Context: an optimization exercise on an open-source flow, tuned for small area. The choices shown serve that exercise and are no tape-out recipe. Only simulation tests tie the RTL to the original design; equivalence was not proved. The flow treats the clock pin as an ideal source, which a real chip does not have. Power figures rest on the tool's default switching activity, not on a simulated workload.

$ cat flow/flow/abc/c06.abc
strash; &get -n; &st; &dch; &nf -R 1000 -p -E 100; &put; topo
$ cat flow/flow/abc/c07.abc
strash; &get -n; &st; &dch -f; &nf -R 1000 -p -E 100 -Q 100; &put; topo
$ cat flow/flow/abc/c05.abc
strash; dc2; &get -n; &st; &dch -f; &nf -R 1000 -p -E 100; &put; topo
$ cat flow/flow/abc_best.tcl
# Replaces Yosys's abc command inside the standard flow's synthesis script: map the logic
# with each ABC script in abc_scripts and keep the mapping with the smallest
# cell area. Only the combinational logic is remapped; registers are already
# mapped and keep their names and cells.
proc abc {args} {
  global abc_scripts abc_dir abc_tmp
  set i [lsearch -exact $args -script]
  set j [lsearch -exact $args -liberty]
  set lib [lindex $args [expr {$j + 1}]]
  yosys design -save abc_pre
  set best ""
  set best_area 1e30
  foreach s $abc_scripts {
    yosys design -load abc_pre
    set a [lreplace $args [expr {$i + 1}] [expr {$i + 1}] $abc_dir/$s]
    if {[catch {yosys abc {*}$a} err]} { puts "abc_best: $s failed"; continue }
    yosys tee -q -o $abc_tmp stat -liberty $lib
    set f [open $abc_tmp r]
    set txt [read $f]
    close $f
    regexp {Chip area for module[^:]*:\s*([0-9.]+)} $txt -> area
    puts "abc_best: $s area $area"
    if {$area < $best_area} { set best_area $area; set best $s }
  }
  puts "abc_best: using $best ($best_area)"
  yosys design -load abc_pre
  yosys abc {*}[lreplace $args [expr {$i + 1}] [expr {$i + 1}] $abc_dir/$best]
}
$ cat flow/flow/abc/t6.abc
strash; &get -n; &st; &dch -f; &nf -R 1000 -a; &put; topo
$ cat flow/config.mk
export PLATFORM = sky130hd
export DESIGN_NAME = top
export DESIGN_NICKNAME = top
export VERILOG_FILES = /design/flow/design.v
export SDC_FILE = /design/flow/constraint.sdc
export NUM_CORES = 4
export LEC_CHECK = 0
export CAP_MARGIN = 0
export CORE_MARGIN = 2
export CORE_UTILIZATION = 40
export SLEW_MARGIN = 0
$ cat flow/design.v
`timescale 1ns/10ps
module ts_cnt(
  input i_clk, input i_rst,
  output en,         
  output en_tick,    
  output reg rf_debug
);
  localparam [9:0] S1000 = 10'b0010000001;
  localparam [9:0] S1001 = 10'b0100000011;
  reg [4:0] l;
  reg [9:0] u;
  assign en = &l;
  wire ld = en & ~i_rst;
  wire hd = ~en & ~i_rst;
  wire tk = (u == S1001);
  wire ldj = ld & ~tk;
  wire fb = ~(u[9] ^ u[2]);
  assign en_tick = en & tk;
  wire tick_rise = en & (u == S1000);
  always @(posedge i_clk) begin
    if (i_rst) l <= 5'd16;
    else l <= l + 5'd1;
  end
  always @(posedge i_clk) begin
    u[9:1] <= ({9{ldj}} & u[8:0]) | ({9{hd}} & u[9:1]);
    u[0] <= (ld & (fb | tk)) | (hd & u[0]);
  end
  always @(posedge i_clk) begin
    if (i_rst) rf_debug <= 1'b0;
    else if (tick_rise) rf_debug <= ~rf_debug;
  end
endmodule
module ts_deb(
  input i_clk, input i_rst, input en,
  input [4:0] b_in,
  output [4:0] pulse
);
  reg [4:0] s0, lv, a0, a1, a2;
  wire ld = en & ~i_rst;
  wire hd = ~en & ~i_rst;
  wire [4:0] ld5 = {5{ld}};
  wire [4:0] hd5 = {5{hd}};
  wire [4:0] lv_n = (s0 & b_in) | (lv & (s0 | b_in));    
  wire [4:0] rise = ~lv & s0 & b_in;
  wire [4:0] a0_n = rise | (a0 & ~(a1 & a2));
  always @(posedge i_clk) begin
    s0 <= (ld5 & b_in) | (hd5 & s0);
    lv <= (ld5 & lv_n) | (hd5 & lv);
    a2 <= (ld5 & a1) | (hd5 & a2);
    a1 <= (ld5 & a0) | (hd5 & a1);
    a0 <= (ld5 & a0_n) | (hd5 & a0);
  end
  assign pulse = a2 & ~a1;
endmodule
module ts_ctl(
  input i_clk, input i_rst, input en,
  input sw9, input btnC, input btnL, input btnR, input zall,
  output reg [2:0] state, output reg rf_mode, output reg [1:0] ds
);
  wire [2:0] st = state;
  wire mode = rf_mode, C = btnC, R = btnR, Z = zall;
  wire [2:0] ns;
  assign ns[0] = (st[0] & ~st[1] & ~st[2] & ~C & ~Z) | (st[0] & mode & ~C) | (~st[0] & ~st[1] & ~st[2] & C) | (~st[1] & ~st[2] & mode) | (~st[0] & mode & C) | (~st[0] & ~st[2] & mode) | (~st[0] & mode & R);
  assign ns[1] = (~st[0] & st[1] & ~C) | (~st[1] & ~st[2] & mode) | (st[0] & ~st[1] & ~st[2] & ~C & Z) | (~st[0] & mode & C) | (st[1] & mode & ~C & ~R);
  assign ns[2] = (st[2] & mode & ~C) | (st[0] & st[1] & mode & C) | (st[0] & st[1] & mode & R) | (st[0] & st[2] & mode);
  wire ld = en & ~i_rst;
  wire hd = ~en & ~i_rst;
  always @(posedge i_clk) begin
    state <= ({3{ld}} & ns) | ({3{hd}} & state);
    rf_mode <= (ld & sw9) | (hd & rf_mode);
  end
  always @(posedge i_clk) begin
    if (i_rst) ds <= 2'd0;
    else if (en) begin
      if (btnL) ds <= ds + 2'd1;
      else if (btnR) ds <= ds - 2'd1;
    end
  end
endmodule
module ts_dig(
  input i_clk, input i_rst, input en, input en_tick,
  input [2:0] state, input [1:0] ds, input btnU, input btnD, input leave,
  output reg [3:0] j0, output reg [2:0] j1, output reg [3:0] j2, output reg [3:0] j3,
  output reg blink,
  output zall
);
  localparam [8:0] B500 = 9'b001000011;
  wire z0 = ~j0[0] & ~j0[1] & ~j0[3];
  wire z1 = ~j1[2] & ~j1[0];
  wire z2 = ~j2[0] & ~j2[1] & ~j2[3];
  wire z3 = ~j3[0] & ~j3[1] & ~j3[3];
  wire m0 = ~j0[1] & ~j0[2] & j0[3];    
  wire m1 = j1[2] & ~j1[1];             
  wire m2 = ~j2[1] & ~j2[2] & j2[3];    
  assign zall = z0 & z1 & z2 & z3;
  wire f0 = (~j0[2] & ~j0[3]) | (j0[0] & ~j0[1]) | (~j0[0] & j0[1] & j0[3]);
  wire f2 = (~j2[2] & ~j2[3]) | (j2[0] & ~j2[1]) | (~j2[0] & j2[1] & j2[3]);
  wire f3 = (~j3[2] & ~j3[3]) | (j3[0] & ~j3[1]) | (~j3[0] & j3[1] & j3[3]);
  wire g0 = (~j0[0] & ~j0[3]) | (~j0[2] & j0[3]) | (j0[0] & j0[3]);
  wire g2 = (~j2[0] & ~j2[3]) | (~j2[2] & j2[3]) | (j2[0] & j2[3]);
  wire g3 = (~j3[0] & ~j3[3]) | (~j3[2] & j3[3]) | (j3[0] & j3[3]);
  wire st_set = (state == 3'd0);
  wire st_run = (state == 3'd1);
  wire st_done = (state == 3'd2);
  wire st_swr = (state == 3'd4);
  wire st_rst = (state == 3'd5);
  wire [3:0] dsel = 4'b0001 << ds;
  wire nr = ~i_rst;
  wire e_set = en & nr & st_set;
  wire e_u = e_set & btnU;
  wire e_d = e_set & btnD & ~btnU;    
  wire t_u = nr & st_swr & en_tick;
  wire t_d = nr & st_run & en_tick;
  wire [3:0] su = ({4{e_u}} & dsel) | ({4{t_u}} & {m0 & m1 & m2, m0 & m1, m0, 1'b1});
  wire [3:0] sd = ({4{e_d}} & dsel) | ({4{t_d}} & {z0 & z1 & z2, z0 & z1, z0, 1'b1});
  wire [8:0] bc = {j0[2:0], j3[2:0], j2[2:0]};
  wire term = (bc == B500);
  wire fb = ~(bc[8] ^ bc[4]);
  wire ldd = en & st_done & nr;
  wire sb = ldd & ~term & ~leave;    
  wire hd = ~en & nr;
  always @(posedge i_clk) blink <= (ldd & (blink ^ term)) | (hd & blink);
  wire hold = nr & ~(en & st_rst);
  wire [3:0] sh = {4{hold}} & ~(su | sd);
  wire shl0 = sh[0] & ~(en & st_done);
  wire shl2 = sh[2] & ~(en & st_done);
  wire shl3 = sh[3] & ~(en & st_done);
  wire sul0 = su[0] | sb;
  wire sul2 = su[2] | sb;
  wire sul3 = su[3] | sb;
  always @(posedge i_clk) begin
    j0[3] <= (su[0] & j0[2]) | (sd[0] & g0) | (sh[0] & j0[3]);
    j0[2:1] <= ({2{sul0}} & j0[1:0]) | ({2{sd[0]}} & j0[3:2]) | ({2{shl0}} & j0[2:1]);
    j0[0] <= (su[0] & f0) | (sb & j3[2]) | (sd[0] & j0[1]) | (shl0 & j0[0]);
    j1 <= ({3{su[1]}} & {j1[1:0], ~j1[2]}) | ({3{sd[1]}} & {~j1[0], j1[2:1]}) | ({3{sh[1]}} & j1);
    j2[3] <= (su[2] & j2[2]) | (sd[2] & g2) | (sh[2] & j2[3]);
    j2[2:1] <= ({2{sul2}} & j2[1:0]) | ({2{sd[2]}} & j2[3:2]) | ({2{shl2}} & j2[2:1]);
    j2[0] <= (su[2] & f2) | (sb & fb) | (sd[2] & j2[1]) | (shl2 & j2[0]);
    j3[3] <= (su[3] & j3[2]) | (sd[3] & g3) | (sh[3] & j3[3]);
    j3[2:1] <= ({2{sul3}} & j3[1:0]) | ({2{sd[3]}} & j3[3:2]) | ({2{shl3}} & j3[2:1]);
    j3[0] <= (su[3] & f3) | (sb & j2[2]) | (sd[3] & j3[1]) | (shl3 & j3[0]);
  end
endmodule
module ts_disp(
  input i_clk, input i_rst, input en, input blink, input done,
  input [3:0] j0, input [2:0] j1, input [3:0] j2, input [3:0] j3, input [1:0] ds,
  output [6:0] o_seg_l, output [3:0] o_an_l, output o_dp_l, output [3:0] dval
);
  reg [1:0] ph, an;
  always @(posedge i_clk) begin
    if (i_rst) begin
      ph <= 2'd0; an <= 2'd0;
    end else if (en) begin
      if (ph == 2'd3) begin
        ph <= 2'd1; an <= an + 2'd1;
      end else ph <= ph + 2'd1;
    end
  end
  wire [3:0] j0m = {j0[3], j0[2:0] & {3{~done}}};
  wire [3:0] j2m = {j2[3], j2[2:0] & {3{~done}}};
  wire [3:0] j3m = {j3[3], j3[2:0] & {3{~done}}};
  wire [3:0] j1w = {j1[2] & ~j1[0], j1[2], j1[1], j1[0] | (j1[2] & ~j1[1])};
  reg [3:0] js, jv;
  always @(*) begin
    case (an)
      2'd0: js = j0m;
      2'd1: js = j1w;
      2'd2: js = j2m;
      default: js = j3m;
    endcase
    case (ds)
      2'd0: jv = j0m;
      2'd1: jv = j1w;
      2'd2: jv = j2m;
      default: jv = j3m;
    endcase
  end
  assign dval[0] = (jv[0] & ~jv[1]) | (jv[2] & ~jv[3]) | (~jv[1] & ~jv[2] & jv[3]);
  assign dval[1] = (jv[0] & jv[1]) | (jv[2] & ~jv[3]);
  assign dval[2] = (jv[1] & jv[3]) | (~jv[0] & jv[1]) | (jv[0] & jv[3]);
  assign dval[3] = ~jv[0] & ~jv[1] & jv[3];
  wire [6:0] segl;
  assign segl[0] = (~js[0] & js[1] & js[3]) | (js[0] & ~js[1] & ~js[3]);
  assign segl[1] = js[0] & js[3];
  assign segl[2] = js[1] & ~js[2] & ~js[3];
  assign segl[3] = (~js[0] & js[1]) | (js[0] & ~js[1] & ~js[3]);
  assign segl[4] = (js[0] & ~js[1]) | (js[1] & js[2]) | (~js[1] & ~js[2] & js[3]);
  assign segl[5] = (js[0] & ~js[3]) | (js[2] & ~js[3]);
  assign segl[6] = (~js[0] & ~js[3]) | (~js[1] & ~js[3]);
  assign o_seg_l = segl | {7{blink}};
  assign o_an_l = ~(4'b0001 << an) | {4{blink}};
  assign o_dp_l = ~(an == 2'd2);
endmodule
module top(
  input             i_clk,    
  input             i_rst,    
  input             i_btnC,
  input             i_btnL,
  input             i_btnR,
  input             i_btnU,
  input             i_btnD,
  input [15:0]      i_sw,
  output [15:0]     o_led,
  output [6:0]      o_seg_l,
  output [3:0]      o_an_l,
  output            o_dp_l
);
  wire en, en_tick, rf_debug;
  ts_cnt u_cnt(.i_clk(i_clk), .i_rst(i_rst), .en(en), .en_tick(en_tick), .rf_debug(rf_debug));
  wire [4:0] p;
  ts_deb u_deb(.i_clk(i_clk), .i_rst(i_rst), .en(en),
    .b_in({i_btnD, i_btnU, i_btnR, i_btnL, i_btnC}), .pulse(p));
  wire [2:0] state;
  wire rf_mode;
  wire [1:0] ds;
  wire zall;
  ts_ctl u_ctl(.i_clk(i_clk), .i_rst(i_rst), .en(en), .sw9(i_sw[9]),
    .btnC(p[0]), .btnL(p[1]), .btnR(p[2]), .zall(zall),
    .state(state), .rf_mode(rf_mode), .ds(ds));
  wire blink;
  wire [3:0] d0, d2, d3;
  wire [2:0] d1;
  ts_dig u_dig(.i_clk(i_clk), .i_rst(i_rst), .en(en), .en_tick(en_tick),
    .state(state), .ds(ds), .btnU(p[3]), .btnD(p[4]), .leave(p[0] | rf_mode),
    .j0(d0), .j1(d1), .j2(d2), .j3(d3), .blink(blink), .zall(zall));
  wire [3:0] dval;
  ts_disp u_disp(.i_clk(i_clk), .i_rst(i_rst), .en(en), .blink(blink), .done(state == 3'd2),
    .j0(d0), .j1(d1), .j2(d2), .j3(d3), .ds(ds),
    .o_seg_l(o_seg_l), .o_an_l(o_an_l), .o_dp_l(o_dp_l), .dval(dval));
  assign o_led[0] = rf_debug;
  assign o_led[4:1] = 4'b0001 << ds;
  assign o_led[7:5] = state;
  assign o_led[8] = blink;
  assign o_led[9] = rf_mode;
  assign o_led[11:10] = 2'b00;
  assign o_led[15:12] = dval;
endmodule
$ cat flow/flow/abc/a7.abc
strash; ifraig; &get -n; &st; &dch -f; &nf -R 1000 -p; &put; strash; &get -n; &st; &dch -f; &nf -R 1000 -p; &put; topo
$ cat flow/flow/post_resize.tcl
# Runs after the placement repair_design (POST_RESIZE_TCL): downsize each
# buffer that repair inserted to the smallest size that keeps the slew on its
# input and output nets under slew_cap (ns), with no max-slew or max-cap
# violation anywhere.
proc net_worst_slew {net} {
  set w 0
  foreach p [get_pins -of_objects $net] {
    set s [get_property $p slew_max]
    if {$s > $w} { set w $s }
  }
  return $w
}
proc buffer_ok {inst slew_cap} {
  if {[sta::max_slew_violation_count] != 0 || [sta::max_capacitance_violation_count] != 0} { return 0 }
  foreach p [get_pins -of_objects $inst] {
    set n [get_nets -of_objects $p]
    if {$n eq ""} continue
    if {[net_worst_slew $n] > $slew_cap} { return 0 }
  }
  return 1
}
proc shrink_repair_buffers {slew_cap} {
  set sizes {sky130_fd_sc_hd__buf_1 sky130_fd_sc_hd__buf_2 sky130_fd_sc_hd__buf_4 sky130_fd_sc_hd__buf_6 sky130_fd_sc_hd__buf_8 sky130_fd_sc_hd__buf_12 sky130_fd_sc_hd__buf_16}
  estimate_parasitics -placement
  foreach inst [get_cells -quiet {load_slew* place* max_cap* max_length* wire*}] {
    set orig [get_property $inst ref_name]
    if {[lsearch -exact $sizes $orig] < 0} continue
    foreach s $sizes {
      if {$s eq $orig} break
      replace_cell $inst $s
      estimate_parasitics -placement
      if {[buffer_ok $inst $slew_cap]} {
        puts "shrink: [get_full_name $inst] $orig -> $s"
        set orig ""
        break
      }
    }
    if {$orig ne ""} { replace_cell $inst $orig; estimate_parasitics -placement }
  }
}
shrink_repair_buffers 1.0
$ cat flow/flow/post_cts.tcl
# Runs after clock tree synthesis (POST_CTS_TCL). Each leaf clock buffer is
# sized to the smallest clkbuf whose flip-flops see a clock slew at most the
# target (the root keeps the size CTS gave it, unless a leaf cannot meet the
# target); then the placement is legalized again.
proc clk_sink_slew {inst} {
  set worst 0
  set onet [get_nets -of_objects [get_pins -of_objects $inst -filter "direction==output"]]
  foreach p [get_pins -of_objects $onet -filter "direction==input"] {
    set s [get_property $p slew_max]
    if {$s > $worst} { set worst $s }
  }
  return $worst
}
# (This file is sourced inside a procedure, so the settings are arguments.)
proc clk_size_leaves {clk_slew_target clk_sizes} {
  set root [get_cells clkbuf_0_*]
  set ok 1
  foreach inst [get_cells clkbuf_*] {
    if {$inst == $root} continue
    set done 0
    foreach s $clk_sizes {
      replace_cell $inst $s
      estimate_parasitics -placement
      set w [clk_sink_slew $inst]
      if {$w <= $clk_slew_target} { set done 1; break }
    }
    puts "post_cts: [get_full_name $inst] -> $s (clock slew $w)"
    if {!$done} { set ok 0 }
  }
  return $ok
}
set sizes {sky130_fd_sc_hd__clkbuf_2 sky130_fd_sc_hd__clkbuf_4 sky130_fd_sc_hd__clkbuf_8 sky130_fd_sc_hd__clkbuf_16}
if {![clk_size_leaves 0.120 $sizes]} {
  replace_cell [get_cells clkbuf_0_*] sky130_fd_sc_hd__clkbuf_16
  puts "post_cts: root -> clkbuf_16"
  clk_size_leaves 0.120 $sizes
}
detailed_placement
check_placement -verbose
estimate_parasitics -placement
$ cat flow/flow/abc/c09.abc
strash; &get -n; &st; &dch -f; &nf -R 1000 -p -E 1000; &put; topo
$ cat flow/flow/abc/s5.abc
strash; dch -f; amap; topo
$ cat flow/flow/run.sh
#!/bin/bash
# Own layout flow: the standard flow, with an area-oriented ABC mapping in
# synthesis, minimum-size port buffers and a lighter clock tree. Each tool's
# output is in flow_make.log and in ORFS's own logs under orfs/logs.
set -euo pipefail
W=$PWD
F=$W/flow

# Synthesis: the standard flow's own script, with Yosys's abc command replaced by one that
# maps the logic with each ABC script in flow/abc/ and keeps the smallest.
{
  echo "set abc_scripts {$(cd $F/abc && ls *.abc | tr '\n' ' ')}"
  echo "set abc_dir $F/abc"
  echo "set abc_tmp $W/abc_stat.txt"
  echo "source $F/abc_best.tcl"
  cat $W/synth_recipe.tcl
} > $W/own_synth.tcl

bash $W/standard.sh \
  SYNTH_SCRIPT=$W/own_synth.tcl ADDER_MAP_FILE= \
  BUFFER_PORTS_ARGS="-buffer_cell sky130_fd_sc_hd__buf_1" \
  CTS_ARGS="-sink_clustering_enable -repair_clock_nets -dont_use_dummy_load -buf_list sky130_fd_sc_hd__clkbuf_4" \
  POST_RESIZE_TCL=$F/post_resize.tcl \
  POST_CTS_TCL=$F/post_cts.tcl \
  finish > $W/flow_make.log 2>&1
$ cat flow/standard.sh
#!/bin/bash
# synth_recipe.tcl (not shown) runs the flow's synth.tcl, then flattens the netlist and writes it again
# the make line also repeats each setting of config.mk as NAME=value (left out here)
make -C /OpenROAD-flow-scripts/flow DESIGN_CONFIG=/design/flow/config.mk WORK_HOME=/design/flow/orfs CLKGATE_MAP_FILE= SYNTH_SCRIPT=/design/flow/synth_recipe.tcl "${@:-finish}"
$ cat flow/flow/abc/a2.abc
strash; &get -n; &st; &dch -f; &nf -R 1000 -p -F 8 -A 4; &put; topo
$ cat flow/flow/abc/c10.abc
strash; dch -f; amap -m; topo
$ cat flow/flow/abc/c03.abc
strash; &get -n; &st; &dch -f; &nf -R 1000 -p -E 200 -F 8 -A 4; &put; topo
$ cat flow/flow/abc/a5.abc
strash; &get -n; &st; &dch -f; &nf -R 1000 -p -E 100; &put; topo
$ cat flow/flow/abc/c04.abc
strash; ifraig; &get -n; &st; &dch -f; &nf -R 1000 -p -E 100; &put; strash; &get -n; &st; &dch -f; &nf -R 1000 -p -E 100; &put; topo
$ cat flow/flow/abc/a3.abc
strash; dc2; &get -n; &st; &dch -f; &nf -R 1000 -p; &put; topo
$ cat flow/flow/abc/c01.abc
strash; &get -n; &st; &dch -f; &nf -R 1000 -p -E 100; &put; topo
$ cat flow/constraint.sdc
create_clock -name core_clock -period 10.0 [get_ports {i_clk}]
set_input_delay 2.0000 -clock core_clock [delete_from_list [all_inputs] [get_ports {i_clk}]]
set_output_delay 2.0000 -clock core_clock [all_outputs]
set_load 0.01 [all_outputs]
$ cat flow/flow/abc/c02.abc
strash; &get -n; &st; &dch -f; &nf -R 1000 -p -E 50; &put; topo
==> results by group, run 1 <==
Global route
  – Antenna violations before repair: 0
  – Largest net degree at the start of global routing: 31
  – Via count of the first global-routing pass: 2,751
  – Grt ovf: 0
  – First-pass GRT wire length: 13,200 um
  – Total track usage: 19.0%

Synthesis
  – Top cell type by total area after synthesis: dfxtp_1
  – Synth Flop Type: dfxtp_1
  – Average cell area after synthesis: 8.18 um^2
  – FF+latch count, synth: 67
  – Post-Syn Instances: 389
  – Ys Warns: 5
  – Top cells by area, synth: dfxtp_1, a22o_1, nand2_1
  – EDFF count, synth: 0
  – Asr flop ratio synth: 0%
  – Post-synth top area share: 42.1%
  – Netlist cell types: 44
  – Mapped cell area: 3180 um^2
  – Sequential area share after synthesis: 42.1%

Cells and area
  – Area grow syn2layout: 9.83%
  – Core Util, Final: 45.2%
  – Final #Nets: 456
  – Diode count: 0
  – Most frequent cells in the layout: dfxtp_1, nand2_1, buf_1
  – Fraction of layout instances using a drive strength above 1: 3.25%
  – Leading cell type in the layout, fill and taps excluded: dfxtp_1

STA
  – Setup-failing EPs final: 0
  – Pins Over Slew Limit: 0
  – Period utilisation layout: 46.7%
  – RSZ-0062 raised after global routing: false
  – Setup TNS Final: 0 ns
  – Slew HR: 47.3%
  – Upper clock frequency limit: 214 MHz
  – Hold Violations, Final: 0
  – Slew @ Worst Pin: 0.791 ns
  – Worst Slack Setup Final: 5.33 ns
  – Clock skew: 0.0393 ns
  – Final min period: 4.67 ns
  – Hold Slack: 0.455 ns

Outcome
  – Status: finished clean

Place
  – GP Congestion: 0.850
  – Final HPWL DP: 5250 um
  – Input/output buffers: 33
  – Post-Place Worst Slack: 5.77 ns

Drt
  – Vias per cell: 5.74
  – Met3 wire len: 404 um
  – DRT antenna net count: 0
  – DRC viols: 0
  – DRT met1 WL: 3690 um
  – Routed via count: 3,058
  – Max Used Layer: met4
  – Initial DRC Count: 146
  – TritonRoute pass-1 iters: 4
  – Wirelength per Cell: 14.3 um
  – Final wirelength: 7640 um
  – Metal2 WL: 3430 um

Power and ir drop
  – Peak supply drop: 0.0799 mV
  – Post-route total power: 412 uW
  – Static Leak: 1.28 nW
  – PD cells: 118 nW/um^2

Floorplanning
  – Starting Density: 41.2%
  – Die W: 93.2 um
  – Die area: 8690 um^2
  – Die height: 93.2 um
  – Rows: 32
  – IO Count: 51
  – Core ar.: 7730 um^2

Min path
  – Worst hold path type: register to register

Clocking
  – CTS clk-pin slew, worst paths: 0.09 ns
  – Clk Latency, worst-skew pair: 0.41 ns
  – CTS tree: yes
  – Clock Sink Count: 67

Worst setup path
  – CP Max Fanout: 16
  – CP Data Required Time: 8.00 ns
  – Worst setup EP type: primary output
  – Arrival time worst endpoint: 2.67 ns
  – Crit Path Class: register to primary output
  – Setup crit start kind: register

Flow run
  – Maxcap violations: 0
## through the flow
stage	cell area [um^2]	instances
3_5_place_dp	3420	524
3_3_place_gp	3440	524
5_1_grt	3500	533
6_report	3500	533
2_1_floorplan	3190	390
## state kept, by name, indices dropped and copies added, names as in the netlist
register / cells
u_disp.ph: 2
u_ctl.rf_mode: 1
u_dig.j0: 4
u_dig.j3: 4
u_ctl.state: 3
u_dig.j1: 3
u_dig.blink: 1
u_deb.s0: 5
u_cnt.l: 5
u_disp.an: 2
u_dig.j2: 4
u_deb.a2: 5
u_ctl.ds: 2
u_deb.a1: 5
u_cnt.rf_debug: 1
u_cnt.u: 10
u_deb.a0: 5
u_deb.lv: 5
## final timing paths
path / from / to / slack (ns) / cells after the start
min reg2reg: u_cnt.l[4] / u_cnt.l[4] / 0.45 / 2
max: u_ctl.state[0] / o_seg_l[4] / 5.33 / 8
min: u_cnt.l[4] / u_cnt.l[4] / 0.45 / 2
max reg2reg: u_cnt.l[0] / u_dig.j0[3] / 7.06 / 8
## where the power goes
| part | switching, mW | leakage [nW] | internal [mW] | total [mW] |
|---|---|---|---|---|
| Clock | 0.0827 | 0.0435 | 0.0441 | 0.127 |
| Combinational | 0.0105 | 0.693 | 0.00487 | 0.0154 |
| Sequential | 0.00177 | 0.540 | 0.268 | 0.270 |
| Total | 0.0950 | 1.28 | 0.317 | 0.412 |
## synthesized netlist by cell type, types with 3 or more instances
master / number
a22oi_1: 5
a222oi_1: 3
a31oi_1: 3
o21ai_0: 31
a21oi_1: 22
dfxtp_1: 67
or3_1: 3
nand2b_1: 5
nor2b_1: 15
nor3_1: 12
buf_4: 5
or4_1: 3
xnor2_1: 4
nand4_1: 7
nor2_1: 34
o31ai_1: 6
and3_1: 4
nand3_1: 25
nand2_1: 51
nor4_1: 5
clkinv_1: 10
a32oi_1: 4
o22ai_1: 11
a22o_1: 29
## per-layer routing
| layer | vias up | track usage (%) |
|---|---|---|
| met5 | - | 0 |
| met4 | 0 | 7.35 |
| met1 | 1428 | 25.1 |
| met3 | 13 | 6.37 |
| li1 | 1548 | - |
| met2 | 69 | 28.7 |
## area by class of cell
class / instances / area [um^2]
fillers: 785 / 4230
multi-input cells: 308 / 1780
flip-flops and latches: 67 / 1340
repair buffers: 37 / 143
well taps: 102 / 128
clock buffers: 9 / 71.3
inverters: 10 / 37.5
## logic make-up (layout without fill, tap and decap cells)
| group | after synthesis | after routing | synth area share, % |
|---|---|---|---|
| and+or+nand+nor | 174 | 174 | 26.7 |
| AOI/OAI and AO/OA | 126 | 126 | 27.0 |
| DFF | 67 | 67 | 42.1 |
| xor gates and xnor gates | 6 | 6 | 1.65 |
| buffers and inverters | 15 | 56 | 2.36 |
| other | 1 | 2 | 0.118 |
## worst max-delay path: stages (launching register included)
cell     delay [ns]
dfxtp_1        0.46
or3b_1         0.64
a32o_1         0.34
a21oi_1        0.10
o21ai_0        0.14
o21ai_0        0.19
nor2_1         0.05
o21ai_0        0.17
buf_1          0.17
==> inputs of run 2 (changes only) <==
==> flow/flow/abc/d01.abc (new file) <==
strash; ifraig; &get -n; &st; &dch -f; &nf -R 1000 -p -E 100; &put; strash; &get -n; &st; &dch -f; &nf -R 1000 -p -E 100; &put; strash; &get -n; &st; &dch -f; &nf -R 1000 -p -E 100; &put; topo
==> flow/flow/abc/d02.abc (new file) <==
strash; ifraig; &get -n; &st; &dch -f; &nf -R 1000 -p; &put; strash; &get -n; &st; &dch -f; &nf -R 1000 -p -E 100; &put; topo
==> flow/flow/abc/d03.abc (new file) <==
strash; ifraig; &get -n; &st; &dch -f; &nf -R 1000 -p -E 100 -F 8 -A 4; &put; strash; &get -n; &st; &dch -f; &nf -R 1000 -p -E 100 -F 8 -A 4; &put; topo
==> flow/flow/abc/d04.abc (new file) <==
strash; ifraig; dc2; &get -n; &st; &dch -f; &nf -R 1000 -p -E 100; &put; strash; &get -n; &st; &dch -f; &nf -R 1000 -p -E 100; &put; topo
==> flow/flow/abc/d05.abc (new file) <==
strash; ifraig; &get -n; &st; &dch -f; &nf -R 1000 -p -E 30; &put; strash; &get -n; &st; &dch -f; &nf -R 1000 -p -E 30; &put; topo
==> flow/flow/abc/d06.abc (new file) <==
strash; &get -n; &st; &dch -f; &nf -R 1000 -p -E 100; &put; strash; &get -n; &st; &dch -f; &nf -R 1000 -p -E 100; &put; topo
==> run 2 against run 1 <==
Compared with the run above: cell count decreased by 2.3%; sequential power hardly changed; maximum frequency decreased by 4.7%; synthesized area down 0.71%; synthesized cell count is 2.8% lower.
==> results by group, run 2 <==
Place
  – Final HPWL DP: 5400 um (+3.0%)
  – Input/output buffers: 33 (unchanged)
  – DP Cell Count: 512 (-2.3%)
  – GP Congestion: 0.865 (+1.7%)

Drt
  – DRC viols: 0 (unchanged)
  – DRT antenna net count: 0 (unchanged)
  – Final wirelength: 7980 um (+4.5%)
  – Routed via count: 3,068 (+0.33%)
  – Vias per cell: 5.89 (+2.6%)
  – Initial DRC Count: 315 (+120%)
  – Wirelength per Cell: 15.3 um (+6.9%)
  – TritonRoute pass-1 iters: 5 (+1)

STA
  – RSZ-0062 raised after global routing: false
  – Clock skew: 0.0223 ns (-0.0170 ns)
  – Setup TNS Final: 0 ns (unchanged)
  – Period utilisation layout: 49.0% (+2.3 points)
  – Upper clock frequency limit: 204 MHz (-4.7%)
  – Hold Violations, Final: 0 (unchanged)
  – Slew HR: 48.6% (+1.3 points)
  – Hold Slack: 0.463 ns (+0.00825 ns)
  – Setup-failing EPs final: 0 (unchanged)
  – Final min period: 4.90 ns (+0.228 ns)
  – Pins Over Slew Limit: 0 (unchanged)
  – Slew @ Worst Pin: 0.764 ns (-0.0267 ns)

Min path
  – Worst hold stages: 2 (unchanged)
  – Worst hold path type: register to register
  – Hold path start: u_cnt.l[4]
  – Hold endpoint: u_cnt.l[4]

Cells and area
  – Final #Nets: 444 (-2.6%)
  – Largest register FFs: 10 (unchanged)
  – Most frequent cells in the layout: dfxtp_1, o21ai_0, nand2_1, buf_1, nor2_1
  – Fraction of layout instances using a drive strength above 1: 3.34% (+0.093 points)
  – Core Util, Final: 45.2% (-0.074 points)
  – Area grow syn2layout: 9.86% (about the same)
  – Fin cells: 521 (-2.3%)
  – Diode count: 0 (unchanged)
  – Reg with most FFs: u_cnt.u
  – Leading cell type in the layout, fill and taps excluded: dfxtp_1

Synthesis
  – Post-Syn Instances: 378 (-2.8%)
  – EDFF count, synth: 0 (unchanged)
  – FF+latch count, synth: 67 (unchanged)
  – Post-synth top cells: dfxtp_1, o21ai_0, nand2_1
  – Synth Flop Type: dfxtp_1
  – Top cells by area, synth: dfxtp_1, a22o_1, o21ai_0
  – Asr flop ratio synth: 0% (unchanged)
  – Sequential area share after synthesis: 42.4% (+0.30 points)
  – Netlist cell types: 45 (+2.3%)
  – Ys Warns: 5 (unchanged)
  – Count leader, synth: dfxtp_1
  – Top cell type by total area after synthesis: dfxtp_1
  – Mapped cell area: 3160 um^2 (-0.71%)
  – Average cell area after synthesis: 8.36 um^2 (+2.2%)
  – Post-synth top area share: 42.4% (+0.30 points)

Global route
  – Met3 Use GR: 6.43% (+0.062 points)
  – Largest net degree at the start of global routing: 28 (-9.7%)
  – Grt ovf: 0 (unchanged)
  – Grt met1 use: 24.8% (-0.36 points)
  – GRT Max-Usage Layer: met2
  – Met2 usage: 29.0% (+0.24 points)
  – First-pass GRT wire length: 13,100 um (-0.79%)
  – Via count of the first global-routing pass: 2,701 (-1.8%)
  – Antenna violations before repair: 0 (unchanged)
  – Total track usage: 19.0% (about the same)

Clocking
  – CTS tree: yes
  – Clk Latency, worst-skew pair: 0.40 ns (about the same)
  – Clock Sink Count: 67 (unchanged)
  – CTS clk-pin slew, worst paths: 0.09 ns (about the same)

Worst setup path
  – Worst setup EP type: primary output
  – FF-to-FF setup slack: 6.28 ns (-0.78 ns)
  – R2R Path Start: u_cnt.l[0]
  – CP Max Fanout: 21 (+5)
  – CP Data Required Time: 8.00 ns (about the same)
  – Arrival time worst endpoint: 2.90 ns (+0.23 ns)
  – Setup crit start kind: register
  – Crit Path Class: register to primary output
  – Reg2reg end: u_dig.j0[3]
  – R2R depth: 9 (+1)

Power and ir drop
  – PD cells: 117 nW/um^2 (-0.32%)
  – Seq pwr share: 65.8% (+0.3 points)
  – Post-route total power: 408 uW (-0.99%)
  – Combinational group share of total power: 2.3% (-1.4 points)
  – Clock network fraction of design power: 31.8% (+1.0 points)
  – Static Leak: 1.22 nW (-4.1%)
  – Switching pwr: 91.2 uW (-4.0%)
  – Internal power: 317 uW (about the same)
  – Switching Share: 22.4% (-0.70 points)
  – Peak supply drop: 0.0841 mV (+5.3%)

Floorplanning
  – Core ar.: 7690 um^2 (-0.52%)
  – Die W: 92.9 um (-0.34%)
  – Die area: 8630 um^2 (-0.67%)
  – Rows: 32 (unchanged)
  – Starting Density: 41.1% (-0.078 points)
  – IO Count: 51 (unchanged)
  – Die height: 92.9 um (-0.34%)

Flow run
  – Maxcap violations: 0 (unchanged)

Outcome
  – Status: finished clean
run 2: cell count changes in the layout (fill, tap and decap cells not counted), moves of 4 or more:
cell and delta:
nor2b_1 -8, a21oi_1 -4, a222oi_1 +5, nand2b_1 +4
nand2_1 -18, clkinv_1 +12
run 2: cell type report:
cell class	instances	area [um^2]
Timing Repair Buffer	36	139
Clock buffer	9	73.8
Tap cell	102	128
Sequential cell	67	1340
Fill cell	823	4220
Multi-Input combinational cell	285	1710
Inverter	22	82.6
run 2: kinds of logic after synthesis:
logic type	Yosys count	share of synthesized area [%]
buffers and inverters	27	3.80
XOR/XNOR	6	1.66
other	1	0.119
AND/OR/NAND/NOR	141	21.9
flip-flops	67	42.4
AO/OA/AOI/OAI	136	30.1
run 2: power groups by stage:
stage	logic [mW]	registers [mW]	clock network [mW]
2_1_floorplan	0.00550	0.274	0
3_3_place_gp	0.00967	0.275	0
3_5_place_dp	0.00959	0.275	0
5_1_grt	0.0108	0.269	0.148
6_report	0.00958	0.268	0.130
run 2: worst max path at each step:
stage | startpoint | end | slack [ns] | cells past startpoint
floorplan | i_rst | u_dig.j2[1] | 5.21 | 9
global route | u_ctl.state[1] | o_seg_l[4] | 4.83 | 9
finish | u_ctl.state[1] | o_seg_l[4] | 5.10 | 9
global placement | i_rst | u_dig.j0[3] | 5.18 | 9
detailed placement | i_rst | u_dig.j0[3] | 5.05 | 9
run 2: metal layers:
layer	up-vias	share of wire [%]
li1	1527	-
met1	1435	47
met2	93	45
met3	13	6.7
met4	0	1.3
met5	-	0
run 2: worst max-delay path, stage by stage, from the launching register on:
cell and delay, ns:
dfxtp_1 0.45, clkinv_1 0.18, or3_1 0.67, a32oi_1 0.30
nand2_1 0.07, a41oi_1 0.36, o21ai_0 0.15, nor2_1 0.11
o21ai_0 0.08, buf_1 0.13
run 2: per-stage QoR:
step,setup WS [ns],instance area (um^2)
2_1_floorplan,5.21,3160
3_3_place_gp,5.18,3410
3_5_place_dp,5.05,3400
5_1_grt,4.83,3470
6_report,5.10,3470

## re-timing with driven ports
In the flow no input, the clock included, has a driving cell. The finished layouts below were timed again as built, in two steps. Step 1 sets driving cells, clkbuf_16 on the clock port and buf_2 on the other inputs (assumed; they add their load-dependent delay and slew). Step 2, shift: input delay + t, output delay - t, t = (earliest + latest rising clock arrival at the registers) / 2. This alone moves slack from input paths to output paths. Slacks: ideal ports / drivers / drivers and shift; pairs: ideal ports / drivers.
run | t, ns | setup slack, ns | pins driven straight from the clock port
run 1 | 0.419 | 5.330 / 5.302 / 5.722 | 1
run 2 | 0.417 | 5.101 / 5.073 / 5.001 | 1
After both steps setup and hold are still met in every run listed. For run 2, which loses most, drivers alone change the setup slack by -0.028 ns; drivers and shift together by -0.100 ns.
